This design comes from an exercise in tuning for small area on the open sky130 flow, not from production work.
At most, simulation tests tie the RTL to the original design; equivalence was not proved.
The RTL of run 2 was laid out without a check of its function.

==> flow/design.v (outline; a module is shown in full before it is edited, if it fits) <==
// module cordic_sin_cos: 2396 lines
// module cordic_dds: 173 lines
module cordic_dds (
  input             clk,
  input             rst_n,
  input             cfg_vld,
  input      [31:0] cfg_freq_word,
  input      [31:0] cfg_phase_word,
  output reg        sig_vld_o,
  output     [15:0] sin_o,
  output     [15:0] cos_o
);
  // ...
==> flow/flow/run.sh <==
#!/bin/bash
# Layout flow: the standard ORFS flow (standard.sh), with these changes:
#  - Yosys's synth runs without its internal "abc -fast" (SYNTH_ARGS=-noabc), so the
#    full adders are extracted from the RTL's own ripple-carry structure, without the
#    inverters that the early ABC pass's polarity choices leave around them;
#  - clock tree synthesis uses clkbuf_4 buffers and inserts no dummy loads;
#  - the port buffers are buf_1 cells.
# Everything else (floorplan, power grid, tap cells, placement, routing, repair) is the
# standard flow. The full output of the ORFS run is in standard.log beside this script's
# work folder, and each ORFS step keeps its own log under orfs/logs/.
set -o pipefail
bash standard.sh \
  SYNTH_ARGS=-noabc \
  "CTS_ARGS=-sink_clustering_enable -repair_clock_nets -dont_use_dummy_load -buf_list sky130_fd_sc_hd__clkbuf_4 -sink_clustering_size 10 -sink_clustering_max_diameter 50" \
  "BUFFER_PORTS_ARGS=-buffer_cell sky130_fd_sc_hd__buf_1" \
  finish > standard.log 2>&1
==> flow/standard.sh <==
#!/bin/bash
# synth_recipe.tcl (not shown) runs the flow's synth.tcl, then flattens the netlist and writes it again
# the make line also repeats each setting of config.mk as NAME=value (left out here)
make -C /OpenROAD-flow-scripts/flow DESIGN_CONFIG=/design/flow/config.mk WORK_HOME=/design/flow/orfs CLKGATE_MAP_FILE= SYNTH_SCRIPT=/design/flow/synth_recipe.tcl "${@:-finish}"
==> flow/config.mk <==
export PLATFORM = sky130hd
export DESIGN_NAME = cordic_dds
export DESIGN_NICKNAME = cordic_dds
export VERILOG_FILES = /design/flow/design.v
export SDC_FILE = /design/flow/constraint.sdc
export NUM_CORES = 4
export LEC_CHECK = 0
export CAP_MARGIN = 20
export CORE_MARGIN = 2
export CORE_UTILIZATION = 65
export SLEW_MARGIN = 20
==> flow/constraint.sdc <==
create_clock -name core_clock -period 5.0 [get_ports {clk}]
set_input_delay 1.0000 -clock core_clock [delete_from_list [all_inputs] [get_ports {clk}]]
set_output_delay 1.0000 -clock core_clock [all_outputs]
set_load 0.01 [all_outputs]
==> flow_summary.json, run 1 <==
{
  "holdBufCountCts": 0,
  "clock-root-buffer": "clkbuf_4",
  "synthAdderAreaFrac_pct": 19.0,
  "crit_top_cell": "fa_2",
  "syn_inst": 3532,
  "rows": 88,
  "wl_met1_um": 39500,
  "required_ns": 5.80,
  "num_vias": 25840,
  "ios": 100,
  "coreArea_mm2": 0.0576,
  "critPathSlowestCell": "or4_1",
  "status": "complete, no violations",
  "ys_seq_area_share_pct": 40.5,
  "fin_ws_ns": 0.231,
  "drc": 0,
  "totalWireLength_um": 90800,
  "setup_viol": 0,
  "final-clk-cell-share_pct": 1.65,
  "seq_cell_count": 746,
  "syn_area_mm2": 0.0378,
  "yosysMostFrequentCell": "dfxtp_1",
  "cts_resized": 1,
  "final_util_pct": 68.8
}
==> run 2: changes to the inputs <==
--- a/flow/design.v
+++ b/flow/design.v
@@ -837,7 +837,7 @@
   assign xn_7_w[4] = x_6[17] ^ xn_7_bs;
   assign xn_7_w[5] = x_6[18] ^ xn_7_bs;
   assign xn_7_w[6] = x_6[19] ^ xn_7_bs;
-  wire [6:0] xn_7_u0;
+  wire [7:0] xn_7_u0;
   assign xn_7_u0[0] = xn_7_t;
   assign xn_7_u0[1] = xn_7_u0[0] & xn_7_w[0];
   assign xn_7[13] = x_6[13] ^ xn_7_u0[0];
@@ -851,11 +851,8 @@
   assign xn_7[17] = x_6[17] ^ xn_7_u0[4];
   assign xn_7_u0[6] = xn_7_u0[5] & xn_7_w[5];
   assign xn_7[18] = x_6[18] ^ xn_7_u0[5];
-  wire xn_7_Q6 = xn_7_w[0] & xn_7_w[1] & xn_7_w[2] & xn_7_w[3] & xn_7_w[4] & xn_7_w[5];
-  wire [1:0] xn_7_u6;
-  assign xn_7_u6[0] = xn_7_t & xn_7_Q6;
-  assign xn_7_u6[1] = xn_7_u6[0] & xn_7_w[6];
-  assign xn_7[19] = x_6[19] ^ xn_7_u6[0];
+  assign xn_7_u0[7] = xn_7_u0[6] & xn_7_w[6];
+  assign xn_7[19] = x_6[19] ^ xn_7_u0[6];
   wire [12:0] yn_7_lo;
   wire [5:0] yn_7_lo_k0;
   wire [4:0] yn_7_lo_s0;
@@ -922,7 +919,7 @@
   assign yn_7_w[4] = y_6[17] ^ yn_7_bs;
   assign yn_7_w[5] = y_6[18] ^ yn_7_bs;
   assign yn_7_w[6] = y_6[19] ^ yn_7_bs;
-  wire [6:0] yn_7_u0;
+  wire [7:0] yn_7_u0;
   assign yn_7_u0[0] = yn_7_t;
   assign yn_7_u0[1] = yn_7_u0[0] & yn_7_w[0];
   assign yn_7[13] = y_6[13] ^ yn_7_u0[0];
@@ -936,11 +933,8 @@
   assign yn_7[17] = y_6[17] ^ yn_7_u0[4];
   assign yn_7_u0[6] = yn_7_u0[5] & yn_7_w[5];
   assign yn_7[18] = y_6[18] ^ yn_7_u0[5];
-  wire yn_7_Q6 = yn_7_w[0] & yn_7_w[1] & yn_7_w[2] & yn_7_w[3] & yn_7_w[4] & yn_7_w[5];
-  wire [1:0] yn_7_u6;
-  assign yn_7_u6[0] = yn_7_t & yn_7_Q6;
-  assign yn_7_u6[1] = yn_7_u6[0] & yn_7_w[6];
-  assign yn_7[19] = y_6[19] ^ yn_7_u6[0];
+  assign yn_7_u0[7] = yn_7_u0[6] & yn_7_w[6];
+  assign yn_7[19] = y_6[19] ^ yn_7_u0[6];
   reg [19:0] x_7, y_7;
   always @(posedge clk) begin x_7 <= xn_7[19:0]; y_7 <= yn_7[19:0]; end
   wire [11:0] xn_8_lo;
@@ -1007,7 +1001,7 @@
   assign xn_8_w[5] = x_7[17] ^ xn_8_bs;
   assign xn_8_w[6] = x_7[18] ^ xn_8_bs;
   assign xn_8_w[7] = x_7[19] ^ xn_8_bs;
-  wire [6:0] xn_8_u0;
+  wire [8:0] xn_8_u0;
   assign xn_8_u0[0] = xn_8_t;
   assign xn_8_u0[1] = xn_8_u0[0] & xn_8_w[0];
   assign xn_8[12] = x_7[12] ^ xn_8_u0[0];
@@ -1021,13 +1015,10 @@
   assign xn_8[16] = x_7[16] ^ xn_8_u0[4];
   assign xn_8_u0[6] = xn_8_u0[5] & xn_8_w[5];
   assign xn_8[17] = x_7[17] ^ xn_8_u0[5];
-  wire xn_8_Q6 = xn_8_w[0] & xn_8_w[1] & xn_8_w[2] & xn_8_w[3] & xn_8_w[4] & xn_8_w[5];
-  wire [2:0] xn_8_u6;
-  assign xn_8_u6[0] = xn_8_t & xn_8_Q6;
-  assign xn_8_u6[1] = xn_8_u6[0] & xn_8_w[6];
-  assign xn_8[18] = x_7[18] ^ xn_8_u6[0];
-  assign xn_8_u6[2] = xn_8_u6[1] & xn_8_w[7];
-  assign xn_8[19] = x_7[19] ^ xn_8_u6[1];
+  assign xn_8_u0[7] = xn_8_u0[6] & xn_8_w[6];
+  assign xn_8[18] = x_7[18] ^ xn_8_u0[6];
+  assign xn_8_u0[8] = xn_8_u0[7] & xn_8_w[7];
+  assign xn_8[19] = x_7[19] ^ xn_8_u0[7];
   wire [11:0] yn_8_lo;
   wire [5:0] yn_8_lo_k0;
   wire [4:0] yn_8_lo_s0;
@@ -1092,7 +1083,7 @@
   assign yn_8_w[5] = y_7[17] ^ yn_8_bs;
   assign yn_8_w[6] = y_7[18] ^ yn_8_bs;
   assign yn_8_w[7] = y_7[19] ^ yn_8_bs;
-  wire [6:0] yn_8_u0;
+  wire [8:0] yn_8_u0;
   assign yn_8_u0[0] = yn_8_t;
   assign yn_8_u0[1] = yn_8_u0[0] & yn_8_w[0];
   assign yn_8[12] = y_7[12] ^ yn_8_u0[0];
@@ -1106,13 +1097,10 @@
   assign yn_8[16] = y_7[16] ^ yn_8_u0[4];
   assign yn_8_u0[6] = yn_8_u0[5] & yn_8_w[5];
   assign yn_8[17] = y_7[17] ^ yn_8_u0[5];
-  wire yn_8_Q6 = yn_8_w[0] & yn_8_w[1] & yn_8_w[2] & yn_8_w[3] & yn_8_w[4] & yn_8_w[5];
-  wire [2:0] yn_8_u6;
-  assign yn_8_u6[0] = yn_8_t & yn_8_Q6;
-  assign yn_8_u6[1] = yn_8_u6[0] & yn_8_w[6];
-  assign yn_8[18] = y_7[18] ^ yn_8_u6[0];
-  assign yn_8_u6[2] = yn_8_u6[1] & yn_8_w[7];
-  assign yn_8[19] = y_7[19] ^ yn_8_u6[1];
+  assign yn_8_u0[7] = yn_8_u0[6] & yn_8_w[6];
+  assign yn_8[18] = y_7[18] ^ yn_8_u0[6];
+  assign yn_8_u0[8] = yn_8_u0[7] & yn_8_w[7];
+  assign yn_8[19] = y_7[19] ^ yn_8_u0[7];
   reg [19:0] x_8, y_8;
   always @(posedge clk) begin x_8 <= xn_8[19:0]; y_8 <= yn_8[19:0]; end
   wire [10:0] xn_9_lo;
@@ -1177,7 +1165,7 @@
   assign xn_9_w[6] = x_8[17] ^ xn_9_bs;
   assign xn_9_w[7] = x_8[18] ^ xn_9_bs;
   assign xn_9_w[8] = x_8[19] ^ xn_9_bs;
-  wire [6:0] xn_9_u0;
+  wire [9:0] xn_9_u0;
   assign xn_9_u0[0] = xn_9_t;
   assign xn_9_u0[1] = xn_9_u0[0] & xn_9_w[0];
   assign xn_9[11] = x_8[11] ^ xn_9_u0[0];
@@ -1191,15 +1179,12 @@
   assign xn_9[15] = x_8[15] ^ xn_9_u0[4];
   assign xn_9_u0[6] = xn_9_u0[5] & xn_9_w[5];
   assign xn_9[16] = x_8[16] ^ xn_9_u0[5];
-  wire xn_9_Q6 = xn_9_w[0] & xn_9_w[1] & xn_9_w[2] & xn_9_w[3] & xn_9_w[4] & xn_9_w[5];
-  wire [3:0] xn_9_u6;
-  assign xn_9_u6[0] = xn_9_t & xn_9_Q6;
-  assign xn_9_u6[1] = xn_9_u6[0] & xn_9_w[6];
-  assign xn_9[17] = x_8[17] ^ xn_9_u6[0];
-  assign xn_9_u6[2] = xn_9_u6[1] & xn_9_w[7];
-  assign xn_9[18] = x_8[18] ^ xn_9_u6[1];
-  assign xn_9_u6[3] = xn_9_u6[2] & xn_9_w[8];
-  assign xn_9[19] = x_8[19] ^ xn_9_u6[2];
+  assign xn_9_u0[7] = xn_9_u0[6] & xn_9_w[6];
+  assign xn_9[17] = x_8[17] ^ xn_9_u0[6];
+  assign xn_9_u0[8] = xn_9_u0[7] & xn_9_w[7];
+  assign xn_9[18] = x_8[18] ^ xn_9_u0[7];
+  assign xn_9_u0[9] = xn_9_u0[8] & xn_9_w[8];
+  assign xn_9[19] = x_8[19] ^ xn_9_u0[8];
   wire [10:0] yn_9_lo;
   wire [5:0] yn_9_lo_k0;
   wire [4:0] yn_9_lo_s0;
@@ -1262,7 +1247,7 @@
   assign yn_9_w[6] = y_8[17] ^ yn_9_bs;
   assign yn_9_w[7] = y_8[18] ^ yn_9_bs;
   assign yn_9_w[8] = y_8[19] ^ yn_9_bs;
-  wire [6:0] yn_9_u0;
+  wire [9:0] yn_9_u0;
   assign yn_9_u0[0] = yn_9_t;
   assign yn_9_u0[1] = yn_9_u0[0] & yn_9_w[0];
   assign yn_9[11] = y_8[11] ^ yn_9_u0[0];
@@ -1276,15 +1261,12 @@
   assign yn_9[15] = y_8[15] ^ yn_9_u0[4];
   assign yn_9_u0[6] = yn_9_u0[5] & yn_9_w[5];
   assign yn_9[16] = y_8[16] ^ yn_9_u0[5];
-  wire yn_9_Q6 = yn_9_w[0] & yn_9_w[1] & yn_9_w[2] & yn_9_w[3] & yn_9_w[4] & yn_9_w[5];
-  wire [3:0] yn_9_u6;
-  assign yn_9_u6[0] = yn_9_t & yn_9_Q6;
-  assign yn_9_u6[1] = yn_9_u6[0] & yn_9_w[6];
-  assign yn_9[17] = y_8[17] ^ yn_9_u6[0];
-  assign yn_9_u6[2] = yn_9_u6[1] & yn_9_w[7];
-  assign yn_9[18] = y_8[18] ^ yn_9_u6[1];
-  assign yn_9_u6[3] = yn_9_u6[2] & yn_9_w[8];
-  assign yn_9[19] = y_8[19] ^ yn_9_u6[2];
+  assign yn_9_u0[7] = yn_9_u0[6] & yn_9_w[6];
+  assign yn_9[17] = y_8[17] ^ yn_9_u0[6];
+  assign yn_9_u0[8] = yn_9_u0[7] & yn_9_w[7];
+  assign yn_9[18] = y_8[18] ^ yn_9_u0[7];
+  assign yn_9_u0[9] = yn_9_u0[8] & yn_9_w[8];
+  assign yn_9[19] = y_8[19] ^ yn_9_u0[8];
   reg [19:0] x_9, y_9;
   always @(posedge clk) begin x_9 <= xn_9[19:0]; y_9 <= yn_9[19:0]; end
   wire [9:0] xn_10_lo;
@@ -1340,7 +1322,7 @@
   assign xn_10_w[7] = x_9[17] ^ xn_10_bs;
   assign xn_10_w[8] = x_9[18] ^ xn_10_bs;
   assign xn_10_w[9] = x_9[19] ^ xn_10_bs;
-  wire [6:0] xn_10_u0;
+  wire [10:0] xn_10_u0;
   assign xn_10_u0[0] = xn_10_t;
   assign xn_10_u0[1] = xn_10_u0[0] & xn_10_w[0];
   assign xn_10[10] = x_9[10] ^ xn_10_u0[0];
@@ -1354,17 +1336,14 @@
   assign xn_10[14] = x_9[14] ^ xn_10_u0[4];
   assign xn_10_u0[6] = xn_10_u0[5] & xn_10_w[5];
   assign xn_10[15] = x_9[15] ^ xn_10_u0[5];
-  wire xn_10_Q6 = xn_10_w[0] & xn_10_w[1] & xn_10_w[2] & xn_10_w[3] & xn_10_w[4] & xn_10_w[5];
-  wire [4:0] xn_10_u6;
-  assign xn_10_u6[0] = xn_10_t & xn_10_Q6;
-  assign xn_10_u6[1] = xn_10_u6[0] & xn_10_w[6];
-  assign xn_10[16] = x_9[16] ^ xn_10_u6[0];
-  assign xn_10_u6[2] = xn_10_u6[1] & xn_10_w[7];
-  assign xn_10[17] = x_9[17] ^ xn_10_u6[1];
-  assign xn_10_u6[3] = xn_10_u6[2] & xn_10_w[8];
-  assign xn_10[18] = x_9[18] ^ xn_10_u6[2];
-  assign xn_10_u6[4] = xn_10_u6[3] & xn_10_w[9];
-  assign xn_10[19] = x_9[19] ^ xn_10_u6[3];
+  assign xn_10_u0[7] = xn_10_u0[6] & xn_10_w[6];
+  assign xn_10[16] = x_9[16] ^ xn_10_u0[6];
+  assign xn_10_u0[8] = xn_10_u0[7] & xn_10_w[7];
+  assign xn_10[17] = x_9[17] ^ xn_10_u0[7];
+  assign xn_10_u0[9] = xn_10_u0[8] & xn_10_w[8];
+  assign xn_10[18] = x_9[18] ^ xn_10_u0[8];
+  assign xn_10_u0[10] = xn_10_u0[9] & xn_10_w[9];
+  assign xn_10[19] = x_9[19] ^ xn_10_u0[9];
   wire [9:0] yn_10_lo;
   wire [5:0] yn_10_lo_k0;
   wire [4:0] yn_10_lo_s0;
@@ -1418,7 +1397,7 @@
   assign yn_10_w[7] = y_9[17] ^ yn_10_bs;
   assign yn_10_w[8] = y_9[18] ^ yn_10_bs;
   assign yn_10_w[9] = y_9[19] ^ yn_10_bs;
-  wire [6:0] yn_10_u0;
+  wire [10:0] yn_10_u0;
   assign yn_10_u0[0] = yn_10_t;
   assign yn_10_u0[1] = yn_10_u0[0] & yn_10_w[0];
   assign yn_10[10] = y_9[10] ^ yn_10_u0[0];
@@ -1432,17 +1411,14 @@
   assign yn_10[14] = y_9[14] ^ yn_10_u0[4];
   assign yn_10_u0[6] = yn_10_u0[5] & yn_10_w[5];
   assign yn_10[15] = y_9[15] ^ yn_10_u0[5];
-  wire yn_10_Q6 = yn_10_w[0] & yn_10_w[1] & yn_10_w[2] & yn_10_w[3] & yn_10_w[4] & yn_10_w[5];
-  wire [4:0] yn_10_u6;
-  assign yn_10_u6[0] = yn_10_t & yn_10_Q6;
-  assign yn_10_u6[1] = yn_10_u6[0] & yn_10_w[6];
-  assign yn_10[16] = y_9[16] ^ yn_10_u6[0];
-  assign yn_10_u6[2] = yn_10_u6[1] & yn_10_w[7];
-  assign yn_10[17] = y_9[17] ^ yn_10_u6[1];
-  assign yn_10_u6[3] = yn_10_u6[2] & yn_10_w[8];
-  assign yn_10[18] = y_9[18] ^ yn_10_u6[2];
-  assign yn_10_u6[4] = yn_10_u6[3] & yn_10_w[9];
-  assign yn_10[19] = y_9[19] ^ yn_10_u6[3];
+  assign yn_10_u0[7] = yn_10_u0[6] & yn_10_w[6];
+  assign yn_10[16] = y_9[16] ^ yn_10_u0[6];
+  assign yn_10_u0[8] = yn_10_u0[7] & yn_10_w[7];
+  assign yn_10[17] = y_9[17] ^ yn_10_u0[7];
+  assign yn_10_u0[9] = yn_10_u0[8] & yn_10_w[8];
+  assign yn_10[18] = y_9[18] ^ yn_10_u0[8];
+  assign yn_10_u0[10] = yn_10_u0[9] & yn_10_w[9];
+  assign yn_10[19] = y_9[19] ^ yn_10_u0[9];
   reg [19:0] x_10, y_10;
   always @(posedge clk) begin x_10 <= xn_10[19:0]; y_10 <= yn_10[19:0]; end
   wire [8:0] xn_11_lo;
@@ -1496,7 +1472,7 @@
   assign xn_11_w[8] = x_10[17] ^ xn_11_bs;
   assign xn_11_w[9] = x_10[18] ^ xn_11_bs;
   assign xn_11_w[10] = x_10[19] ^ xn_11_bs;
-  wire [6:0] xn_11_u0;
+  wire [11:0] xn_11_u0;
   assign xn_11_u0[0] = xn_11_t;
   assign xn_11_u0[1] = xn_11_u0[0] & xn_11_w[0];
   assign xn_11[9] = x_10[9] ^ xn_11_u0[0];
@@ -1510,19 +1486,16 @@
   assign xn_11[13] = x_10[13] ^ xn_11_u0[4];
   assign xn_11_u0[6] = xn_11_u0[5] & xn_11_w[5];
   assign xn_11[14] = x_10[14] ^ xn_11_u0[5];
-  wire xn_11_Q6 = xn_11_w[0] & xn_11_w[1] & xn_11_w[2] & xn_11_w[3] & xn_11_w[4] & xn_11_w[5];
-  wire [5:0] xn_11_u6;
-  assign xn_11_u6[0] = xn_11_t & xn_11_Q6;
-  assign xn_11_u6[1] = xn_11_u6[0] & xn_11_w[6];
-  assign xn_11[15] = x_10[15] ^ xn_11_u6[0];
-  assign xn_11_u6[2] = xn_11_u6[1] & xn_11_w[7];
-  assign xn_11[16] = x_10[16] ^ xn_11_u6[1];
-  assign xn_11_u6[3] = xn_11_u6[2] & xn_11_w[8];
-  assign xn_11[17] = x_10[17] ^ xn_11_u6[2];
-  assign xn_11_u6[4] = xn_11_u6[3] & xn_11_w[9];
-  assign xn_11[18] = x_10[18] ^ xn_11_u6[3];
-  assign xn_11_u6[5] = xn_11_u6[4] & xn_11_w[10];
-  assign xn_11[19] = x_10[19] ^ xn_11_u6[4];
+  assign xn_11_u0[7] = xn_11_u0[6] & xn_11_w[6];
+  assign xn_11[15] = x_10[15] ^ xn_11_u0[6];
+  assign xn_11_u0[8] = xn_11_u0[7] & xn_11_w[7];
+  assign xn_11[16] = x_10[16] ^ xn_11_u0[7];
+  assign xn_11_u0[9] = xn_11_u0[8] & xn_11_w[8];
+  assign xn_11[17] = x_10[17] ^ xn_11_u0[8];
+  assign xn_11_u0[10] = xn_11_u0[9] & xn_11_w[9];
+  assign xn_11[18] = x_10[18] ^ xn_11_u0[9];
+  assign xn_11_u0[11] = xn_11_u0[10] & xn_11_w[10];
+  assign xn_11[19] = x_10[19] ^ xn_11_u0[10];
   wire [8:0] yn_11_lo;
   wire [5:0] yn_11_lo_k0;
   wire [4:0] yn_11_lo_s0;
@@ -1574,7 +1547,7 @@
   assign yn_11_w[8] = y_10[17] ^ yn_11_bs;
   assign yn_11_w[9] = y_10[18] ^ yn_11_bs;
   assign yn_11_w[10] = y_10[19] ^ yn_11_bs;
-  wire [6:0] yn_11_u0;
+  wire [11:0] yn_11_u0;
   assign yn_11_u0[0] = yn_11_t;
   assign yn_11_u0[1] = yn_11_u0[0] & yn_11_w[0];
   assign yn_11[9] = y_10[9] ^ yn_11_u0[0];
@@ -1588,19 +1561,16 @@
   assign yn_11[13] = y_10[13] ^ yn_11_u0[4];
   assign yn_11_u0[6] = yn_11_u0[5] & yn_11_w[5];
   assign yn_11[14] = y_10[14] ^ yn_11_u0[5];
-  wire yn_11_Q6 = yn_11_w[0] & yn_11_w[1] & yn_11_w[2] & yn_11_w[3] & yn_11_w[4] & yn_11_w[5];
-  wire [5:0] yn_11_u6;
-  assign yn_11_u6[0] = yn_11_t & yn_11_Q6;
-  assign yn_11_u6[1] = yn_11_u6[0] & yn_11_w[6];
-  assign yn_11[15] = y_10[15] ^ yn_11_u6[0];
-  assign yn_11_u6[2] = yn_11_u6[1] & yn_11_w[7];
-  assign yn_11[16] = y_10[16] ^ yn_11_u6[1];
-  assign yn_11_u6[3] = yn_11_u6[2] & yn_11_w[8];
-  assign yn_11[17] = y_10[17] ^ yn_11_u6[2];
-  assign yn_11_u6[4] = yn_11_u6[3] & yn_11_w[9];
-  assign yn_11[18] = y_10[18] ^ yn_11_u6[3];
-  assign yn_11_u6[5] = yn_11_u6[4] & yn_11_w[10];
-  assign yn_11[19] = y_10[19] ^ yn_11_u6[4];
+  assign yn_11_u0[7] = yn_11_u0[6] & yn_11_w[6];
+  assign yn_11[15] = y_10[15] ^ yn_11_u0[6];
+  assign yn_11_u0[8] = yn_11_u0[7] & yn_11_w[7];
+  assign yn_11[16] = y_10[16] ^ yn_11_u0[7];
+  assign yn_11_u0[9] = yn_11_u0[8] & yn_11_w[8];
+  assign yn_11[17] = y_10[17] ^ yn_11_u0[8];
+  assign yn_11_u0[10] = yn_11_u0[9] & yn_11_w[9];
+  assign yn_11[18] = y_10[18] ^ yn_11_u0[9];
+  assign yn_11_u0[11] = yn_11_u0[10] & yn_11_w[10];
+  assign yn_11[19] = y_10[19] ^ yn_11_u0[10];
   reg [19:0] x_11, y_11;
   always @(posedge clk) begin x_11 <= xn_11[19:0]; y_11 <= yn_11[19:0]; end
   wire [7:0] xn_12_lo;
@@ -1652,7 +1622,7 @@
   assign xn_12_w[9] = x_11[17] ^ xn_12_bs;
   assign xn_12_w[10] = x_11[18] ^ xn_12_bs;
   assign xn_12_w[11] = x_11[19] ^ xn_12_bs;
-  wire [6:0] xn_12_u0;
+  wire [12:0] xn_12_u0;
   assign xn_12_u0[0] = xn_12_t;
   assign xn_12_u0[1] = xn_12_u0[0] & xn_12_w[0];
   assign xn_12[8] = x_11[8] ^ xn_12_u0[0];
@@ -1666,21 +1636,18 @@
   assign xn_12[12] = x_11[12] ^ xn_12_u0[4];
   assign xn_12_u0[6] = xn_12_u0[5] & xn_12_w[5];
   assign xn_12[13] = x_11[13] ^ xn_12_u0[5];
-  wire xn_12_Q6 = xn_12_w[0] & xn_12_w[1] & xn_12_w[2] & xn_12_w[3] & xn_12_w[4] & xn_12_w[5];
-  wire [6:0] xn_12_u6;
-  assign xn_12_u6[0] = xn_12_t & xn_12_Q6;
-  assign xn_12_u6[1] = xn_12_u6[0] & xn_12_w[6];
-  assign xn_12[14] = x_11[14] ^ xn_12_u6[0];
-  assign xn_12_u6[2] = xn_12_u6[1] & xn_12_w[7];
-  assign xn_12[15] = x_11[15] ^ xn_12_u6[1];
-  assign xn_12_u6[3] = xn_12_u6[2] & xn_12_w[8];
-  assign xn_12[16] = x_11[16] ^ xn_12_u6[2];
-  assign xn_12_u6[4] = xn_12_u6[3] & xn_12_w[9];
-  assign xn_12[17] = x_11[17] ^ xn_12_u6[3];
-  assign xn_12_u6[5] = xn_12_u6[4] & xn_12_w[10];
-  assign xn_12[18] = x_11[18] ^ xn_12_u6[4];
-  assign xn_12_u6[6] = xn_12_u6[5] & xn_12_w[11];
-  assign xn_12[19] = x_11[19] ^ xn_12_u6[5];
+  assign xn_12_u0[7] = xn_12_u0[6] & xn_12_w[6];
+  assign xn_12[14] = x_11[14] ^ xn_12_u0[6];
+  assign xn_12_u0[8] = xn_12_u0[7] & xn_12_w[7];
+  assign xn_12[15] = x_11[15] ^ xn_12_u0[7];
+  assign xn_12_u0[9] = xn_12_u0[8] & xn_12_w[8];
+  assign xn_12[16] = x_11[16] ^ xn_12_u0[8];
+  assign xn_12_u0[10] = xn_12_u0[9] & xn_12_w[9];
+  assign xn_12[17] = x_11[17] ^ xn_12_u0[9];
+  assign xn_12_u0[11] = xn_12_u0[10] & xn_12_w[10];
+  assign xn_12[18] = x_11[18] ^ xn_12_u0[10];
+  assign xn_12_u0[12] = xn_12_u0[11] & xn_12_w[11];
+  assign xn_12[19] = x_11[19] ^ xn_12_u0[11];
   wire [7:0] yn_12_lo;
   wire [5:0] yn_12_lo_k0;
   wire [4:0] yn_12_lo_s0;
@@ -1730,7 +1697,7 @@
   assign yn_12_w[9] = y_11[17] ^ yn_12_bs;
   assign yn_12_w[10] = y_11[18] ^ yn_12_bs;
   assign yn_12_w[11] = y_11[19] ^ yn_12_bs;
-  wire [6:0] yn_12_u0;
+  wire [12:0] yn_12_u0;
   assign yn_12_u0[0] = yn_12_t;
   assign yn_12_u0[1] = yn_12_u0[0] & yn_12_w[0];
   assign yn_12[8] = y_11[8] ^ yn_12_u0[0];
@@ -1744,21 +1711,18 @@
   assign yn_12[12] = y_11[12] ^ yn_12_u0[4];
   assign yn_12_u0[6] = yn_12_u0[5] & yn_12_w[5];
   assign yn_12[13] = y_11[13] ^ yn_12_u0[5];
-  wire yn_12_Q6 = yn_12_w[0] & yn_12_w[1] & yn_12_w[2] & yn_12_w[3] & yn_12_w[4] & yn_12_w[5];
-  wire [6:0] yn_12_u6;
-  assign yn_12_u6[0] = yn_12_t & yn_12_Q6;
-  assign yn_12_u6[1] = yn_12_u6[0] & yn_12_w[6];
-  assign yn_12[14] = y_11[14] ^ yn_12_u6[0];
-  assign yn_12_u6[2] = yn_12_u6[1] & yn_12_w[7];
-  assign yn_12[15] = y_11[15] ^ yn_12_u6[1];
-  assign yn_12_u6[3] = yn_12_u6[2] & yn_12_w[8];
-  assign yn_12[16] = y_11[16] ^ yn_12_u6[2];
-  assign yn_12_u6[4] = yn_12_u6[3] & yn_12_w[9];
-  assign yn_12[17] = y_11[17] ^ yn_12_u6[3];
-  assign yn_12_u6[5] = yn_12_u6[4] & yn_12_w[10];
-  assign yn_12[18] = y_11[18] ^ yn_12_u6[4];
-  assign yn_12_u6[6] = yn_12_u6[5] & yn_12_w[11];
-  assign yn_12[19] = y_11[19] ^ yn_12_u6[5];
+  assign yn_12_u0[7] = yn_12_u0[6] & yn_12_w[6];
+  assign yn_12[14] = y_11[14] ^ yn_12_u0[6];
+  assign yn_12_u0[8] = yn_12_u0[7] & yn_12_w[7];
+  assign yn_12[15] = y_11[15] ^ yn_12_u0[7];
+  assign yn_12_u0[9] = yn_12_u0[8] & yn_12_w[8];
+  assign yn_12[16] = y_11[16] ^ yn_12_u0[8];
+  assign yn_12_u0[10] = yn_12_u0[9] & yn_12_w[9];
+  assign yn_12[17] = y_11[17] ^ yn_12_u0[9];
+  assign yn_12_u0[11] = yn_12_u0[10] & yn_12_w[10];
+  assign yn_12[18] = y_11[18] ^ yn_12_u0[10];
+  assign yn_12_u0[12] = yn_12_u0[11] & yn_12_w[11];
+  assign yn_12[19] = y_11[19] ^ yn_12_u0[11];
   reg [19:0] x_12, y_12;
   always @(posedge clk) begin x_12 <= xn_12[19:0]; y_12 <= yn_12[19:0]; end
   wire [6:0] xn_13_lo;
@@ -1808,7 +1772,7 @@
   assign xn_13_w[10] = x_12[17] ^ xn_13_bs;
   assign xn_13_w[11] = x_12[18] ^ xn_13_bs;
   assign xn_13_w[12] = x_12[19] ^ xn_13_bs;
-  wire [6:0] xn_13_u0;
+  wire [13:0] xn_13_u0;
   assign xn_13_u0[0] = xn_13_t;
   assign xn_13_u0[1] = xn_13_u0[0] & xn_13_w[0];
   assign xn_13[7] = x_12[7] ^ xn_13_u0[0];
@@ -1822,26 +1786,20 @@
   assign xn_13[11] = x_12[11] ^ xn_13_u0[4];
   assign xn_13_u0[6] = xn_13_u0[5] & xn_13_w[5];
   assign xn_13[12] = x_12[12] ^ xn_13_u0[5];
-  wire xn_13_Q6 = xn_13_w[0] & xn_13_w[1] & xn_13_w[2] & xn_13_w[3] & xn_13_w[4] & xn_13_w[5];
-  wire [6:0] xn_13_u6;
-  assign xn_13_u6[0] = xn_13_t & xn_13_Q6;
-  assign xn_13_u6[1] = xn_13_u6[0] & xn_13_w[6];
-  assign xn_13[13] = x_12[13] ^ xn_13_u6[0];
-  assign xn_13_u6[2] = xn_13_u6[1] & xn_13_w[7];
-  assign xn_13[14] = x_12[14] ^ xn_13_u6[1];
-  assign xn_13_u6[3] = xn_13_u6[2] & xn_13_w[8];
-  assign xn_13[15] = x_12[15] ^ xn_13_u6[2];
-  assign xn_13_u6[4] = xn_13_u6[3] & xn_13_w[9];
-  assign xn_13[16] = x_12[16] ^ xn_13_u6[3];
-  assign xn_13_u6[5] = xn_13_u6[4] & xn_13_w[10];
-  assign xn_13[17] = x_12[17] ^ xn_13_u6[4];
-  assign xn_13_u6[6] = xn_13_u6[5] & xn_13_w[11];
-  assign xn_13[18] = x_12[18] ^ xn_13_u6[5];
-  wire xn_13_Q12 = xn_13_Q6 & xn_13_w[6] & xn_13_w[7] & xn_13_w[8] & xn_13_w[9] & xn_13_w[10] & xn_13_w[11];
-  wire [1:0] xn_13_u12;
-  assign xn_13_u12[0] = xn_13_t & xn_13_Q12;
-  assign xn_13_u12[1] = xn_13_u12[0] & xn_13_w[12];
-  assign xn_13[19] = x_12[19] ^ xn_13_u12[0];
+  assign xn_13_u0[7] = xn_13_u0[6] & xn_13_w[6];
+  assign xn_13[13] = x_12[13] ^ xn_13_u0[6];
+  assign xn_13_u0[8] = xn_13_u0[7] & xn_13_w[7];
+  assign xn_13[14] = x_12[14] ^ xn_13_u0[7];
+  assign xn_13_u0[9] = xn_13_u0[8] & xn_13_w[8];
+  assign xn_13[15] = x_12[15] ^ xn_13_u0[8];
+  assign xn_13_u0[10] = xn_13_u0[9] & xn_13_w[9];
+  assign xn_13[16] = x_12[16] ^ xn_13_u0[9];
+  assign xn_13_u0[11] = xn_13_u0[10] & xn_13_w[10];
+  assign xn_13[17] = x_12[17] ^ xn_13_u0[10];
+  assign xn_13_u0[12] = xn_13_u0[11] & xn_13_w[11];
+  assign xn_13[18] = x_12[18] ^ xn_13_u0[11];
+  assign xn_13_u0[13] = xn_13_u0[12] & xn_13_w[12];
+  assign xn_13[19] = x_12[19] ^ xn_13_u0[12];
   wire [6:0] yn_13_lo;
   wire [5:0] yn_13_lo_k0;
   wire [4:0] yn_13_lo_s0;
@@ -1889,7 +1847,7 @@
   assign yn_13_w[10] = y_12[17] ^ yn_13_bs;
   assign yn_13_w[11] = y_12[18] ^ yn_13_bs;
   assign yn_13_w[12] = y_12[19] ^ yn_13_bs;
-  wire [6:0] yn_13_u0;
+  wire [13:0] yn_13_u0;
   assign yn_13_u0[0] = yn_13_t;
   assign yn_13_u0[1] = yn_13_u0[0] & yn_13_w[0];
   assign yn_13[7] = y_12[7] ^ yn_13_u0[0];
@@ -1903,26 +1861,20 @@
   assign yn_13[11] = y_12[11] ^ yn_13_u0[4];
   assign yn_13_u0[6] = yn_13_u0[5] & yn_13_w[5];
   assign yn_13[12] = y_12[12] ^ yn_13_u0[5];
-  wire yn_13_Q6 = yn_13_w[0] & yn_13_w[1] & yn_13_w[2] & yn_13_w[3] & yn_13_w[4] & yn_13_w[5];
-  wire [6:0] yn_13_u6;
-  assign yn_13_u6[0] = yn_13_t & yn_13_Q6;
-  assign yn_13_u6[1] = yn_13_u6[0] & yn_13_w[6];
-  assign yn_13[13] = y_12[13] ^ yn_13_u6[0];
-  assign yn_13_u6[2] = yn_13_u6[1] & yn_13_w[7];
-  assign yn_13[14] = y_12[14] ^ yn_13_u6[1];
-  assign yn_13_u6[3] = yn_13_u6[2] & yn_13_w[8];
-  assign yn_13[15] = y_12[15] ^ yn_13_u6[2];
-  assign yn_13_u6[4] = yn_13_u6[3] & yn_13_w[9];
-  assign yn_13[16] = y_12[16] ^ yn_13_u6[3];
-  assign yn_13_u6[5] = yn_13_u6[4] & yn_13_w[10];
-  assign yn_13[17] = y_12[17] ^ yn_13_u6[4];
-  assign yn_13_u6[6] = yn_13_u6[5] & yn_13_w[11];
-  assign yn_13[18] = y_12[18] ^ yn_13_u6[5];
-  wire yn_13_Q12 = yn_13_Q6 & yn_13_w[6] & yn_13_w[7] & yn_13_w[8] & yn_13_w[9] & yn_13_w[10] & yn_13_w[11];
-  wire [1:0] yn_13_u12;
-  assign yn_13_u12[0] = yn_13_t & yn_13_Q12;
-  assign yn_13_u12[1] = yn_13_u12[0] & yn_13_w[12];
-  assign yn_13[19] = y_12[19] ^ yn_13_u12[0];
+  assign yn_13_u0[7] = yn_13_u0[6] & yn_13_w[6];
+  assign yn_13[13] = y_12[13] ^ yn_13_u0[6];
+  assign yn_13_u0[8] = yn_13_u0[7] & yn_13_w[7];
+  assign yn_13[14] = y_12[14] ^ yn_13_u0[7];
+  assign yn_13_u0[9] = yn_13_u0[8] & yn_13_w[8];
+  assign yn_13[15] = y_12[15] ^ yn_13_u0[8];
+  assign yn_13_u0[10] = yn_13_u0[9] & yn_13_w[9];
+  assign yn_13[16] = y_12[16] ^ yn_13_u0[9];
+  assign yn_13_u0[11] = yn_13_u0[10] & yn_13_w[10];
+  assign yn_13[17] = y_12[17] ^ yn_13_u0[10];
+  assign yn_13_u0[12] = yn_13_u0[11] & yn_13_w[11];
+  assign yn_13[18] = y_12[18] ^ yn_13_u0[11];
+  assign yn_13_u0[13] = yn_13_u0[12] & yn_13_w[12];
+  assign yn_13[19] = y_12[19] ^ yn_13_u0[12];
   reg [19:0] x_13, y_13;
   always @(posedge clk) begin x_13 <= xn_13[19:0]; y_13 <= yn_13[19:0]; end
   wire [5:0] xn_14_lo;
@@ -1970,7 +1922,7 @@
   assign xn_14_w[11] = x_13[17] ^ xn_14_bs;
   assign xn_14_w[12] = x_13[18] ^ xn_14_bs;
   assign xn_14_w[13] = x_13[19] ^ xn_14_bs;
-  wire [6:0] xn_14_u0;
+  wire [14:0] xn_14_u0;
   assign xn_14_u0[0] = xn_14_t;
   assign xn_14_u0[1] = xn_14_u0[0] & xn_14_w[0];
   assign xn_14[6] = x_13[6] ^ xn_14_u0[0];
@@ -1984,28 +1936,22 @@
   assign xn_14[10] = x_13[10] ^ xn_14_u0[4];
   assign xn_14_u0[6] = xn_14_u0[5] & xn_14_w[5];
   assign xn_14[11] = x_13[11] ^ xn_14_u0[5];
-  wire xn_14_Q6 = xn_14_w[0] & xn_14_w[1] & xn_14_w[2] & xn_14_w[3] & xn_14_w[4] & xn_14_w[5];
-  wire [6:0] xn_14_u6;
-  assign xn_14_u6[0] = xn_14_t & xn_14_Q6;
-  assign xn_14_u6[1] = xn_14_u6[0] & xn_14_w[6];
-  assign xn_14[12] = x_13[12] ^ xn_14_u6[0];
-  assign xn_14_u6[2] = xn_14_u6[1] & xn_14_w[7];
-  assign xn_14[13] = x_13[13] ^ xn_14_u6[1];
-  assign xn_14_u6[3] = xn_14_u6[2] & xn_14_w[8];
-  assign xn_14[14] = x_13[14] ^ xn_14_u6[2];
-  assign xn_14_u6[4] = xn_14_u6[3] & xn_14_w[9];
-  assign xn_14[15] = x_13[15] ^ xn_14_u6[3];
-  assign xn_14_u6[5] = xn_14_u6[4] & xn_14_w[10];
-  assign xn_14[16] = x_13[16] ^ xn_14_u6[4];
-  assign xn_14_u6[6] = xn_14_u6[5] & xn_14_w[11];
-  assign xn_14[17] = x_13[17] ^ xn_14_u6[5];
-  wire xn_14_Q12 = xn_14_Q6 & xn_14_w[6] & xn_14_w[7] & xn_14_w[8] & xn_14_w[9] & xn_14_w[10] & xn_14_w[11];
-  wire [2:0] xn_14_u12;
-  assign xn_14_u12[0] = xn_14_t & xn_14_Q12;
-  assign xn_14_u12[1] = xn_14_u12[0] & xn_14_w[12];
-  assign xn_14[18] = x_13[18] ^ xn_14_u12[0];
-  assign xn_14_u12[2] = xn_14_u12[1] & xn_14_w[13];
-  assign xn_14[19] = x_13[19] ^ xn_14_u12[1];
+  assign xn_14_u0[7] = xn_14_u0[6] & xn_14_w[6];
+  assign xn_14[12] = x_13[12] ^ xn_14_u0[6];
+  assign xn_14_u0[8] = xn_14_u0[7] & xn_14_w[7];
+  assign xn_14[13] = x_13[13] ^ xn_14_u0[7];
+  assign xn_14_u0[9] = xn_14_u0[8] & xn_14_w[8];
+  assign xn_14[14] = x_13[14] ^ xn_14_u0[8];
+  assign xn_14_u0[10] = xn_14_u0[9] & xn_14_w[9];
+  assign xn_14[15] = x_13[15] ^ xn_14_u0[9];
+  assign xn_14_u0[11] = xn_14_u0[10] & xn_14_w[10];
+  assign xn_14[16] = x_13[16] ^ xn_14_u0[10];
+  assign xn_14_u0[12] = xn_14_u0[11] & xn_14_w[11];
+  assign xn_14[17] = x_13[17] ^ xn_14_u0[11];
+  assign xn_14_u0[13] = xn_14_u0[12] & xn_14_w[12];
+  assign xn_14[18] = x_13[18] ^ xn_14_u0[12];
+  assign xn_14_u0[14] = xn_14_u0[13] & xn_14_w[13];
+  assign xn_14[19] = x_13[19] ^ xn_14_u0[13];
   wire [5:0] yn_14_lo;
   wire [5:0] yn_14_lo_k0;
   wire [4:0] yn_14_lo_s0;
@@ -2051,7 +1997,7 @@
   assign yn_14_w[11] = y_13[17] ^ yn_14_bs;
   assign yn_14_w[12] = y_13[18] ^ yn_14_bs;
   assign yn_14_w[13] = y_13[19] ^ yn_14_bs;
-  wire [6:0] yn_14_u0;
+  wire [14:0] yn_14_u0;
   assign yn_14_u0[0] = yn_14_t;
   assign yn_14_u0[1] = yn_14_u0[0] & yn_14_w[0];
   assign yn_14[6] = y_13[6] ^ yn_14_u0[0];
@@ -2065,28 +2011,22 @@
   assign yn_14[10] = y_13[10] ^ yn_14_u0[4];
   assign yn_14_u0[6] = yn_14_u0[5] & yn_14_w[5];
   assign yn_14[11] = y_13[11] ^ yn_14_u0[5];
-  wire yn_14_Q6 = yn_14_w[0] & yn_14_w[1] & yn_14_w[2] & yn_14_w[3] & yn_14_w[4] & yn_14_w[5];
-  wire [6:0] yn_14_u6;
-  assign yn_14_u6[0] = yn_14_t & yn_14_Q6;
-  assign yn_14_u6[1] = yn_14_u6[0] & yn_14_w[6];
-  assign yn_14[12] = y_13[12] ^ yn_14_u6[0];
-  assign yn_14_u6[2] = yn_14_u6[1] & yn_14_w[7];
-  assign yn_14[13] = y_13[13] ^ yn_14_u6[1];
-  assign yn_14_u6[3] = yn_14_u6[2] & yn_14_w[8];
-  assign yn_14[14] = y_13[14] ^ yn_14_u6[2];
-  assign yn_14_u6[4] = yn_14_u6[3] & yn_14_w[9];
-  assign yn_14[15] = y_13[15] ^ yn_14_u6[3];
-  assign yn_14_u6[5] = yn_14_u6[4] & yn_14_w[10];
-  assign yn_14[16] = y_13[16] ^ yn_14_u6[4];
-  assign yn_14_u6[6] = yn_14_u6[5] & yn_14_w[11];
-  assign yn_14[17] = y_13[17] ^ yn_14_u6[5];
-  wire yn_14_Q12 = yn_14_Q6 & yn_14_w[6] & yn_14_w[7] & yn_14_w[8] & yn_14_w[9] & yn_14_w[10] & yn_14_w[11];
-  wire [2:0] yn_14_u12;
-  assign yn_14_u12[0] = yn_14_t & yn_14_Q12;
-  assign yn_14_u12[1] = yn_14_u12[0] & yn_14_w[12];
-  assign yn_14[18] = y_13[18] ^ yn_14_u12[0];
-  assign yn_14_u12[2] = yn_14_u12[1] & yn_14_w[13];
-  assign yn_14[19] = y_13[19] ^ yn_14_u12[1];
+  assign yn_14_u0[7] = yn_14_u0[6] & yn_14_w[6];
+  assign yn_14[12] = y_13[12] ^ yn_14_u0[6];
+  assign yn_14_u0[8] = yn_14_u0[7] & yn_14_w[7];
+  assign yn_14[13] = y_13[13] ^ yn_14_u0[7];
+  assign yn_14_u0[9] = yn_14_u0[8] & yn_14_w[8];
+  assign yn_14[14] = y_13[14] ^ yn_14_u0[8];
+  assign yn_14_u0[10] = yn_14_u0[9] & yn_14_w[9];
+  assign yn_14[15] = y_13[15] ^ yn_14_u0[9];
+  assign yn_14_u0[11] = yn_14_u0[10] & yn_14_w[10];
+  assign yn_14[16] = y_13[16] ^ yn_14_u0[10];
+  assign yn_14_u0[12] = yn_14_u0[11] & yn_14_w[11];
+  assign yn_14[17] = y_13[17] ^ yn_14_u0[11];
+  assign yn_14_u0[13] = yn_14_u0[12] & yn_14_w[12];
+  assign yn_14[18] = y_13[18] ^ yn_14_u0[12];
+  assign yn_14_u0[14] = yn_14_u0[13] & yn_14_w[13];
+  assign yn_14[19] = y_13[19] ^ yn_14_u0[13];
   reg [19:0] x_14, y_14;
   always @(posedge clk) begin x_14 <= xn_14[19:0]; y_14 <= yn_14[19:0]; end
   wire [4:0] xn_15_lo;
@@ -2125,7 +2065,7 @@
   assign xn_15_w[12] = x_14[17] ^ xn_15_bs;
   assign xn_15_w[13] = x_14[18] ^ xn_15_bs;
   assign xn_15_w[14] = x_14[19] ^ xn_15_bs;
-  wire [6:0] xn_15_u0;
+  wire [15:0] xn_15_u0;
   assign xn_15_u0[0] = xn_15_t;
   assign xn_15_u0[1] = xn_15_u0[0] & xn_15_w[0];
   assign xn_15[5] = x_14[5] ^ xn_15_u0[0];
@@ -2139,30 +2079,24 @@
   assign xn_15[9] = x_14[9] ^ xn_15_u0[4];
   assign xn_15_u0[6] = xn_15_u0[5] & xn_15_w[5];
   assign xn_15[10] = x_14[10] ^ xn_15_u0[5];
-  wire xn_15_Q6 = xn_15_w[0] & xn_15_w[1] & xn_15_w[2] & xn_15_w[3] & xn_15_w[4] & xn_15_w[5];
-  wire [6:0] xn_15_u6;
-  assign xn_15_u6[0] = xn_15_t & xn_15_Q6;
-  assign xn_15_u6[1] = xn_15_u6[0] & xn_15_w[6];
-  assign xn_15[11] = x_14[11] ^ xn_15_u6[0];
-  assign xn_15_u6[2] = xn_15_u6[1] & xn_15_w[7];
-  assign xn_15[12] = x_14[12] ^ xn_15_u6[1];
-  assign xn_15_u6[3] = xn_15_u6[2] & xn_15_w[8];
-  assign xn_15[13] = x_14[13] ^ xn_15_u6[2];
-  assign xn_15_u6[4] = xn_15_u6[3] & xn_15_w[9];
-  assign xn_15[14] = x_14[14] ^ xn_15_u6[3];
-  assign xn_15_u6[5] = xn_15_u6[4] & xn_15_w[10];
-  assign xn_15[15] = x_14[15] ^ xn_15_u6[4];
-  assign xn_15_u6[6] = xn_15_u6[5] & xn_15_w[11];
-  assign xn_15[16] = x_14[16] ^ xn_15_u6[5];
-  wire xn_15_Q12 = xn_15_Q6 & xn_15_w[6] & xn_15_w[7] & xn_15_w[8] & xn_15_w[9] & xn_15_w[10] & xn_15_w[11];
-  wire [3:0] xn_15_u12;
-  assign xn_15_u12[0] = xn_15_t & xn_15_Q12;
-  assign xn_15_u12[1] = xn_15_u12[0] & xn_15_w[12];
-  assign xn_15[17] = x_14[17] ^ xn_15_u12[0];
-  assign xn_15_u12[2] = xn_15_u12[1] & xn_15_w[13];
-  assign xn_15[18] = x_14[18] ^ xn_15_u12[1];
-  assign xn_15_u12[3] = xn_15_u12[2] & xn_15_w[14];
-  assign xn_15[19] = x_14[19] ^ xn_15_u12[2];
+  assign xn_15_u0[7] = xn_15_u0[6] & xn_15_w[6];
+  assign xn_15[11] = x_14[11] ^ xn_15_u0[6];
+  assign xn_15_u0[8] = xn_15_u0[7] & xn_15_w[7];
+  assign xn_15[12] = x_14[12] ^ xn_15_u0[7];
+  assign xn_15_u0[9] = xn_15_u0[8] & xn_15_w[8];
+  assign xn_15[13] = x_14[13] ^ xn_15_u0[8];
+  assign xn_15_u0[10] = xn_15_u0[9] & xn_15_w[9];
+  assign xn_15[14] = x_14[14] ^ xn_15_u0[9];
+  assign xn_15_u0[11] = xn_15_u0[10] & xn_15_w[10];
+  assign xn_15[15] = x_14[15] ^ xn_15_u0[10];
+  assign xn_15_u0[12] = xn_15_u0[11] & xn_15_w[11];
+  assign xn_15[16] = x_14[16] ^ xn_15_u0[11];
+  assign xn_15_u0[13] = xn_15_u0[12] & xn_15_w[12];
+  assign xn_15[17] = x_14[17] ^ xn_15_u0[12];
+  assign xn_15_u0[14] = xn_15_u0[13] & xn_15_w[13];
+  assign xn_15[18] = x_14[18] ^ xn_15_u0[13];
+  assign xn_15_u0[15] = xn_15_u0[14] & xn_15_w[14];
+  assign xn_15[19] = x_14[19] ^ xn_15_u0[14];
   wire [4:0] yn_15_lo;
   wire [5:0] yn_15_lo_k0;
   wire [4:0] yn_15_lo_s0;
@@ -2199,7 +2133,7 @@
   assign yn_15_w[12] = y_14[17] ^ yn_15_bs;
   assign yn_15_w[13] = y_14[18] ^ yn_15_bs;
   assign yn_15_w[14] = y_14[19] ^ yn_15_bs;
-  wire [6:0] yn_15_u0;
+  wire [15:0] yn_15_u0;
   assign yn_15_u0[0] = yn_15_t;
   assign yn_15_u0[1] = yn_15_u0[0] & yn_15_w[0];
   assign yn_15[5] = y_14[5] ^ yn_15_u0[0];
@@ -2213,30 +2147,24 @@
   assign yn_15[9] = y_14[9] ^ yn_15_u0[4];
   assign yn_15_u0[6] = yn_15_u0[5] & yn_15_w[5];
   assign yn_15[10] = y_14[10] ^ yn_15_u0[5];
-  wire yn_15_Q6 = yn_15_w[0] & yn_15_w[1] & yn_15_w[2] & yn_15_w[3] & yn_15_w[4] & yn_15_w[5];
-  wire [6:0] yn_15_u6;
-  assign yn_15_u6[0] = yn_15_t & yn_15_Q6;
-  assign yn_15_u6[1] = yn_15_u6[0] & yn_15_w[6];
-  assign yn_15[11] = y_14[11] ^ yn_15_u6[0];
-  assign yn_15_u6[2] = yn_15_u6[1] & yn_15_w[7];
-  assign yn_15[12] = y_14[12] ^ yn_15_u6[1];
-  assign yn_15_u6[3] = yn_15_u6[2] & yn_15_w[8];
-  assign yn_15[13] = y_14[13] ^ yn_15_u6[2];
-  assign yn_15_u6[4] = yn_15_u6[3] & yn_15_w[9];
-  assign yn_15[14] = y_14[14] ^ yn_15_u6[3];
-  assign yn_15_u6[5] = yn_15_u6[4] & yn_15_w[10];
-  assign yn_15[15] = y_14[15] ^ yn_15_u6[4];
-  assign yn_15_u6[6] = yn_15_u6[5] & yn_15_w[11];
-  assign yn_15[16] = y_14[16] ^ yn_15_u6[5];
-  wire yn_15_Q12 = yn_15_Q6 & yn_15_w[6] & yn_15_w[7] & yn_15_w[8] & yn_15_w[9] & yn_15_w[10] & yn_15_w[11];
-  wire [3:0] yn_15_u12;
-  assign yn_15_u12[0] = yn_15_t & yn_15_Q12;
-  assign yn_15_u12[1] = yn_15_u12[0] & yn_15_w[12];
-  assign yn_15[17] = y_14[17] ^ yn_15_u12[0];
-  assign yn_15_u12[2] = yn_15_u12[1] & yn_15_w[13];
-  assign yn_15[18] = y_14[18] ^ yn_15_u12[1];
-  assign yn_15_u12[3] = yn_15_u12[2] & yn_15_w[14];
-  assign yn_15[19] = y_14[19] ^ yn_15_u12[2];
+  assign yn_15_u0[7] = yn_15_u0[6] & yn_15_w[6];
+  assign yn_15[11] = y_14[11] ^ yn_15_u0[6];
+  assign yn_15_u0[8] = yn_15_u0[7] & yn_15_w[7];
+  assign yn_15[12] = y_14[12] ^ yn_15_u0[7];
+  assign yn_15_u0[9] = yn_15_u0[8] & yn_15_w[8];
+  assign yn_15[13] = y_14[13] ^ yn_15_u0[8];
+  assign yn_15_u0[10] = yn_15_u0[9] & yn_15_w[9];
+  assign yn_15[14] = y_14[14] ^ yn_15_u0[9];
+  assign yn_15_u0[11] = yn_15_u0[10] & yn_15_w[10];
+  assign yn_15[15] = y_14[15] ^ yn_15_u0[10];
+  assign yn_15_u0[12] = yn_15_u0[11] & yn_15_w[11];
+  assign yn_15[16] = y_14[16] ^ yn_15_u0[11];
+  assign yn_15_u0[13] = yn_15_u0[12] & yn_15_w[12];
+  assign yn_15[17] = y_14[17] ^ yn_15_u0[12];
+  assign yn_15_u0[14] = yn_15_u0[13] & yn_15_w[13];
+  assign yn_15[18] = y_14[18] ^ yn_15_u0[13];
+  assign yn_15_u0[15] = yn_15_u0[14] & yn_15_w[14];
+  assign yn_15[19] = y_14[19] ^ yn_15_u0[14];
   reg [19:0] x_15, y_15;
   always @(posedge clk) begin x_15 <= xn_15[19:0]; y_15 <= yn_15[19:0]; end
   wire [3:0] xn_16_lo;
@@ -2274,7 +2202,7 @@
   assign xn_16_w[13] = x_15[17] ^ xn_16_bs;
   assign xn_16_w[14] = x_15[18] ^ xn_16_bs;
   assign xn_16_w[15] = x_15[19] ^ xn_16_bs;
-  wire [6:0] xn_16_u0;
+  wire [16:0] xn_16_u0;
   assign xn_16_u0[0] = xn_16_t;
   assign xn_16_u0[1] = xn_16_u0[0] & xn_16_w[0];
   assign xn_16[4] = x_15[4] ^ xn_16_u0[0];
@@ -2288,32 +2216,26 @@
   assign xn_16[8] = x_15[8] ^ xn_16_u0[4];
   assign xn_16_u0[6] = xn_16_u0[5] & xn_16_w[5];
   assign xn_16[9] = x_15[9] ^ xn_16_u0[5];
-  wire xn_16_Q6 = xn_16_w[0] & xn_16_w[1] & xn_16_w[2] & xn_16_w[3] & xn_16_w[4] & xn_16_w[5];
-  wire [6:0] xn_16_u6;
-  assign xn_16_u6[0] = xn_16_t & xn_16_Q6;
-  assign xn_16_u6[1] = xn_16_u6[0] & xn_16_w[6];
-  assign xn_16[10] = x_15[10] ^ xn_16_u6[0];
-  assign xn_16_u6[2] = xn_16_u6[1] & xn_16_w[7];
-  assign xn_16[11] = x_15[11] ^ xn_16_u6[1];
-  assign xn_16_u6[3] = xn_16_u6[2] & xn_16_w[8];
-  assign xn_16[12] = x_15[12] ^ xn_16_u6[2];
-  assign xn_16_u6[4] = xn_16_u6[3] & xn_16_w[9];
-  assign xn_16[13] = x_15[13] ^ xn_16_u6[3];
-  assign xn_16_u6[5] = xn_16_u6[4] & xn_16_w[10];
-  assign xn_16[14] = x_15[14] ^ xn_16_u6[4];
-  assign xn_16_u6[6] = xn_16_u6[5] & xn_16_w[11];
-  assign xn_16[15] = x_15[15] ^ xn_16_u6[5];
-  wire xn_16_Q12 = xn_16_Q6 & xn_16_w[6] & xn_16_w[7] & xn_16_w[8] & xn_16_w[9] & xn_16_w[10] & xn_16_w[11];
-  wire [4:0] xn_16_u12;
-  assign xn_16_u12[0] = xn_16_t & xn_16_Q12;
-  assign xn_16_u12[1] = xn_16_u12[0] & xn_16_w[12];
-  assign xn_16[16] = x_15[16] ^ xn_16_u12[0];
-  assign xn_16_u12[2] = xn_16_u12[1] & xn_16_w[13];
-  assign xn_16[17] = x_15[17] ^ xn_16_u12[1];
-  assign xn_16_u12[3] = xn_16_u12[2] & xn_16_w[14];
-  assign xn_16[18] = x_15[18] ^ xn_16_u12[2];
-  assign xn_16_u12[4] = xn_16_u12[3] & xn_16_w[15];
-  assign xn_16[19] = x_15[19] ^ xn_16_u12[3];
+  assign xn_16_u0[7] = xn_16_u0[6] & xn_16_w[6];
+  assign xn_16[10] = x_15[10] ^ xn_16_u0[6];
+  assign xn_16_u0[8] = xn_16_u0[7] & xn_16_w[7];
+  assign xn_16[11] = x_15[11] ^ xn_16_u0[7];
+  assign xn_16_u0[9] = xn_16_u0[8] & xn_16_w[8];
+  assign xn_16[12] = x_15[12] ^ xn_16_u0[8];
+  assign xn_16_u0[10] = xn_16_u0[9] & xn_16_w[9];
+  assign xn_16[13] = x_15[13] ^ xn_16_u0[9];
+  assign xn_16_u0[11] = xn_16_u0[10] & xn_16_w[10];
+  assign xn_16[14] = x_15[14] ^ xn_16_u0[10];
+  assign xn_16_u0[12] = xn_16_u0[11] & xn_16_w[11];
+  assign xn_16[15] = x_15[15] ^ xn_16_u0[11];
+  assign xn_16_u0[13] = xn_16_u0[12] & xn_16_w[12];
+  assign xn_16[16] = x_15[16] ^ xn_16_u0[12];
+  assign xn_16_u0[14] = xn_16_u0[13] & xn_16_w[13];
+  assign xn_16[17] = x_15[17] ^ xn_16_u0[13];
+  assign xn_16_u0[15] = xn_16_u0[14] & xn_16_w[14];
+  assign xn_16[18] = x_15[18] ^ xn_16_u0[14];
+  assign xn_16_u0[16] = xn_16_u0[15] & xn_16_w[15];
+  assign xn_16[19] = x_15[19] ^ xn_16_u0[15];
   wire [3:0] yn_16_lo;
   wire [4:0] yn_16_lo_k0;
   wire [3:0] yn_16_lo_s0;
@@ -2349,7 +2271,7 @@
   assign yn_16_w[13] = y_15[17] ^ yn_16_bs;
   assign yn_16_w[14] = y_15[18] ^ yn_16_bs;
   assign yn_16_w[15] = y_15[19] ^ yn_16_bs;
-  wire [6:0] yn_16_u0;
+  wire [16:0] yn_16_u0;
   assign yn_16_u0[0] = yn_16_t;
   assign yn_16_u0[1] = yn_16_u0[0] & yn_16_w[0];
   assign yn_16[4] = y_15[4] ^ yn_16_u0[0];
@@ -2363,32 +2285,26 @@
   assign yn_16[8] = y_15[8] ^ yn_16_u0[4];
   assign yn_16_u0[6] = yn_16_u0[5] & yn_16_w[5];
   assign yn_16[9] = y_15[9] ^ yn_16_u0[5];
-  wire yn_16_Q6 = yn_16_w[0] & yn_16_w[1] & yn_16_w[2] & yn_16_w[3] & yn_16_w[4] & yn_16_w[5];
-  wire [6:0] yn_16_u6;
-  assign yn_16_u6[0] = yn_16_t & yn_16_Q6;
-  assign yn_16_u6[1] = yn_16_u6[0] & yn_16_w[6];
-  assign yn_16[10] = y_15[10] ^ yn_16_u6[0];
-  assign yn_16_u6[2] = yn_16_u6[1] & yn_16_w[7];
-  assign yn_16[11] = y_15[11] ^ yn_16_u6[1];
-  assign yn_16_u6[3] = yn_16_u6[2] & yn_16_w[8];
-  assign yn_16[12] = y_15[12] ^ yn_16_u6[2];
-  assign yn_16_u6[4] = yn_16_u6[3] & yn_16_w[9];
-  assign yn_16[13] = y_15[13] ^ yn_16_u6[3];
-  assign yn_16_u6[5] = yn_16_u6[4] & yn_16_w[10];
-  assign yn_16[14] = y_15[14] ^ yn_16_u6[4];
-  assign yn_16_u6[6] = yn_16_u6[5] & yn_16_w[11];
-  assign yn_16[15] = y_15[15] ^ yn_16_u6[5];
-  wire yn_16_Q12 = yn_16_Q6 & yn_16_w[6] & yn_16_w[7] & yn_16_w[8] & yn_16_w[9] & yn_16_w[10] & yn_16_w[11];
-  wire [4:0] yn_16_u12;
-  assign yn_16_u12[0] = yn_16_t & yn_16_Q12;
-  assign yn_16_u12[1] = yn_16_u12[0] & yn_16_w[12];
-  assign yn_16[16] = y_15[16] ^ yn_16_u12[0];
-  assign yn_16_u12[2] = yn_16_u12[1] & yn_16_w[13];
-  assign yn_16[17] = y_15[17] ^ yn_16_u12[1];
-  assign yn_16_u12[3] = yn_16_u12[2] & yn_16_w[14];
-  assign yn_16[18] = y_15[18] ^ yn_16_u12[2];
-  assign yn_16_u12[4] = yn_16_u12[3] & yn_16_w[15];
-  assign yn_16[19] = y_15[19] ^ yn_16_u12[3];
+  assign yn_16_u0[7] = yn_16_u0[6] & yn_16_w[6];
+  assign yn_16[10] = y_15[10] ^ yn_16_u0[6];
+  assign yn_16_u0[8] = yn_16_u0[7] & yn_16_w[7];
+  assign yn_16[11] = y_15[11] ^ yn_16_u0[7];
+  assign yn_16_u0[9] = yn_16_u0[8] & yn_16_w[8];
+  assign yn_16[12] = y_15[12] ^ yn_16_u0[8];
+  assign yn_16_u0[10] = yn_16_u0[9] & yn_16_w[9];
+  assign yn_16[13] = y_15[13] ^ yn_16_u0[9];
+  assign yn_16_u0[11] = yn_16_u0[10] & yn_16_w[10];
+  assign yn_16[14] = y_15[14] ^ yn_16_u0[10];
+  assign yn_16_u0[12] = yn_16_u0[11] & yn_16_w[11];
+  assign yn_16[15] = y_15[15] ^ yn_16_u0[11];
+  assign yn_16_u0[13] = yn_16_u0[12] & yn_16_w[12];
+  assign yn_16[16] = y_15[16] ^ yn_16_u0[12];
+  assign yn_16_u0[14] = yn_16_u0[13] & yn_16_w[13];
+  assign yn_16[17] = y_15[17] ^ yn_16_u0[13];
+  assign yn_16_u0[15] = yn_16_u0[14] & yn_16_w[14];
+  assign yn_16[18] = y_15[18] ^ yn_16_u0[14];
+  assign yn_16_u0[16] = yn_16_u0[15] & yn_16_w[15];
+  assign yn_16[19] = y_15[19] ^ yn_16_u0[15];
   reg [19:4] x_16, y_16;
   always @(posedge clk) begin x_16 <= xn_16[19:4]; y_16 <= yn_16[19:4]; end
   assign cos_o = x_16[19:4];
--- a/flow/config.mk
+++ b/flow/config.mk
@@ -5,6 +5,7 @@
 export SDC_FILE = /design/flow/constraint.sdc
 export NUM_CORES = 4
 export LEC_CHECK = 0
+export ABC_AREA = 1
 export CAP_MARGIN = 20
 export CORE_MARGIN = 2
 export CORE_UTILIZATION = 65
==> run 2 against run 1 <==
  * Sequential share of layout area up 0.97 points
  * Routed wire length shrank 19%
  * Non-clock buffer count decreased by 25
  * Critical path depth increased by 5
  * Register-to-register slack better by 0.05 ns
  * Die area is 3.0% lower
  * Synthesized cell count up 3.6%
  * Still clean on timing, DRC and antenna
  * Global-route usage shrank 4.7 points
  * Cell count is 4.5% higher
  * Sequential cell count did not move
  * Critical endpoint is now u_cordic.x_9[19]$_DFF_P_
  * Synthesized area is 3.0% lower
==> flow_summary.json, run 2 <==
{
  "status": "complete, no violations",
  "drt-pass1-iter-count": 7,
  "setup_viol": 0,
  "yosysUniqueCellTypes": 69,
  "syn_inst": 3659,
  "r2r_slack_ns": 0.28,
  "r2r-start": "u_cordic.d_9_r10$_DFF_P_",
  "overflow": 0,
  "layout_common_cells": "dfxtp_1, nand2_1, xor2_1",
  "finalHoldViolations": 0,
  "synth_nets": 4130,
  "dp_hpwl_um": 58300,
  "grt_antenna_before_repair": 4,
  "holdCritStartpoint": "u_cordic.d_2_r4$_DFF_P_",
  "die_height_um": 242,
  "clock_sinks": 746,
  "fillCellCount": 4231,
  "hold_class": "register to register",
  "clk_pin_slew_ns": 0.10,
  "max_freq_ghz": 0.212,
  "worstSkewPairLatency_ns": 0.84,
  "synth_top_area_share_pct": 36.9,
  "start_kind": "register",
  "via_per_inst": 5.19,
  "synthArstFlopShare_pct": 9.38,
  "ios": 100,
  "cp-end-kind": "register",
  "synth-seq-cells": 746,
  "dieArea_mm2": 0.0583,
  "slew_headroom_pct": 45.2,
  "drive_above_1_share_pct": 7.73,
  "critPathMaxFanout": 4,
  "syn_area_mm2": 0.0367,
  "track_usage_pct": 26.1,
  "htree_levels": 3,
  "hold_ws_ns": 0.233,
  "wl_per_cell_um": 16.1,
  "drtAntennaViolNets": 0,
  "cts-buffers-inserted": 88,
  "slew_violations": 0,
  "clk_path_buf_depth": 3,
  "drc": 0,
  "min_period_over_period_pct": 94.4,
  "holdBufCountCts": 0,
  "synth-edff-count": 0,
  "ys_warn_count": 2,
  "top_regs": "add_freq_wd (32), phase_accum (32)",
  "totalWireLength_um": 73300,
  "num_vias": 23700,
  "required_ns": 5.69,
  "fin_worst_skew_ns": 0.117,
  "drv_cap": 0,
  "port_buffers": 99,
  "die_width_um": 242,
  "yosysMostFrequentCell": "dfxtp_1",
  "clock-root-buffer": "clkbuf_4",
  "worst_ep_arrival_time_ns": 5.41,
  "coreArea_mm2": 0.0561,
  "rows": 87,
  "period_minus_slack_ns": 4.72,
  "area_growth_pct": 5.34,
  "grt_max_degree": 61,
  "grt_pass1_wl_um": 123000,
  "ys_seq_area_share_pct": 41.7,
  "yosys.area.top_type": "dfxtp_1",
  "grt_pass1_vias": 25126,
  "gp_congestion": 0.961,
  "synth_area_leaders": "dfxtp_1, fa_1, xor2_1",
  "drt_iter0_markers": 1124,
  "timing.setup.critical_path_class": "register to register",
  "tightest_slew_ns": 0.821,
  "synthTopCellsByCount": "dfxtp_1, nand2_1, xor2_1",
  "synthFlopType": "dfxtp_1",
  "final_nets": 4277,
  "final_util_pct": 68.9,
  "final_common_cell": "dfxtp_1",
  "syn_avg_cell_area_um2": 10.0,
  "crit_start": "u_cordic.d_9_r10$_DFF_P_",
  "cts_tree": "yes",
  "start_util_pct": 65.4
}
run 2: changes by cell type after synthesis, sizes merged, moves of 55 or more:
cell / change
and3: -55
a21oi: -108
inv: +291
xnor2: -229
nand2: +420
clkbuf: -66
nand3: +77
xor2: +164
run 2: what timing repair did:
item / in CTS / in global routing
setup endpoints to repair: 0 / 8
gates resized for setup: 0 / 12
setup buffers: 0 / 0
run 2: kinds of logic after synthesis:
| family | count (synthesis) | share of synthesized area [%] |
|---|---|---|
| compound gates | 332 | 5.61 |
| xor+xnor | 633 | 15.1 |
| fa+ha+maj | 404 | 19.6 |
| buf+inv | 445 | 4.71 |
| flops | 746 | 41.7 |
| mux | 14 | 0.416 |
| simple gates | 1085 | 12.9 |
run 2: per-stage QoR:
stage          setup TNS [ns]  area [µm²]  instances  setup WS (ns)
2_1_floorplan               0       36700       3659         0.0395
3_3_place_gp                0       37900       4472          0.322
3_5_place_dp                0       37900       4472          0.167
4_1_cts                     0       38600       4560          0.121
5_1_grt              -0.00478       38600       4563       -0.00478
6_report                    0       38600       4563          0.278
run 2: final timing paths:
| kind | depth (start not counted) | endpoint |
|---|---|---|
| setup reg to reg | 20 | u_cordic.x_9[19]$_DFF_P_ |
| hold reg to reg | 0 | u_cordic.d_2_r5$_DFF_P_ |
| hold / removal | 0 | u_cordic.d_2_r5$_DFF_P_ |
| setup / recovery | 20 | u_cordic.x_9[19]$_DFF_P_ |
| max in group asynchronous | 2 | add_freq_wd[2]$_DFFE_PN1P_ |
| min in group asynchronous | 1 | phase_accum[18]$_DFF_PN0_ |
run 2: area by class of cell:
cell class	count	area, µm²	share of cell area [%]
well taps	756	946	2.45
multi-input cells	2468	19700	50.9
diodes	3	7.51	0.0194
flip-flops and latches	746	15300	39.6
repair buffers	136	663	1.72
inverters	366	1380	3.57
clock buffers	88	661	1.71
run 2: critical path, cell delays in order (launching register included):
cell and delay, ns:
dfxtp_4 0.40, xor2_2 0.16, fa_1 0.19, inv_1 0.05, fa_1 0.43, fa_1 0.44, fa_1 0.43, fa_1 0.43
nand3_1 0.12, nor2_1 0.08, nand2_1 0.09, o21bai_1 0.09, fa_1 0.43, or2_1 0.29, o21ai_4 0.18, nand3_2 0.12
a21oi_2 0.17, nand2_1 0.11, a21oi_2 0.15, nand2_1 0.08, xor2_1 0.15
run 2: metal layers:
metal / routed length, µm / global-route usage [%] / up-vias / share of wire, %
met5: 150 / 1.80 / - / 0.20
met4: 2450 / 9.04 / 2 / 3.3
met3: 3760 / 5.14 / 170 / 5.1
met2: 37400 / 47.1 / 539 / 51
met1: 29600 / 30.8 / 11254 / 40
li1: - / - / 11735 / -

Setup slack of run 2, layout unchanged: 0.278 ns with ideal ports, 0.278 ns with driving cells assumed (clock clkbuf_16, inputs buf_2), 0.278 ns with port delays also shifted by the 0.847 ns mid clock arrival.
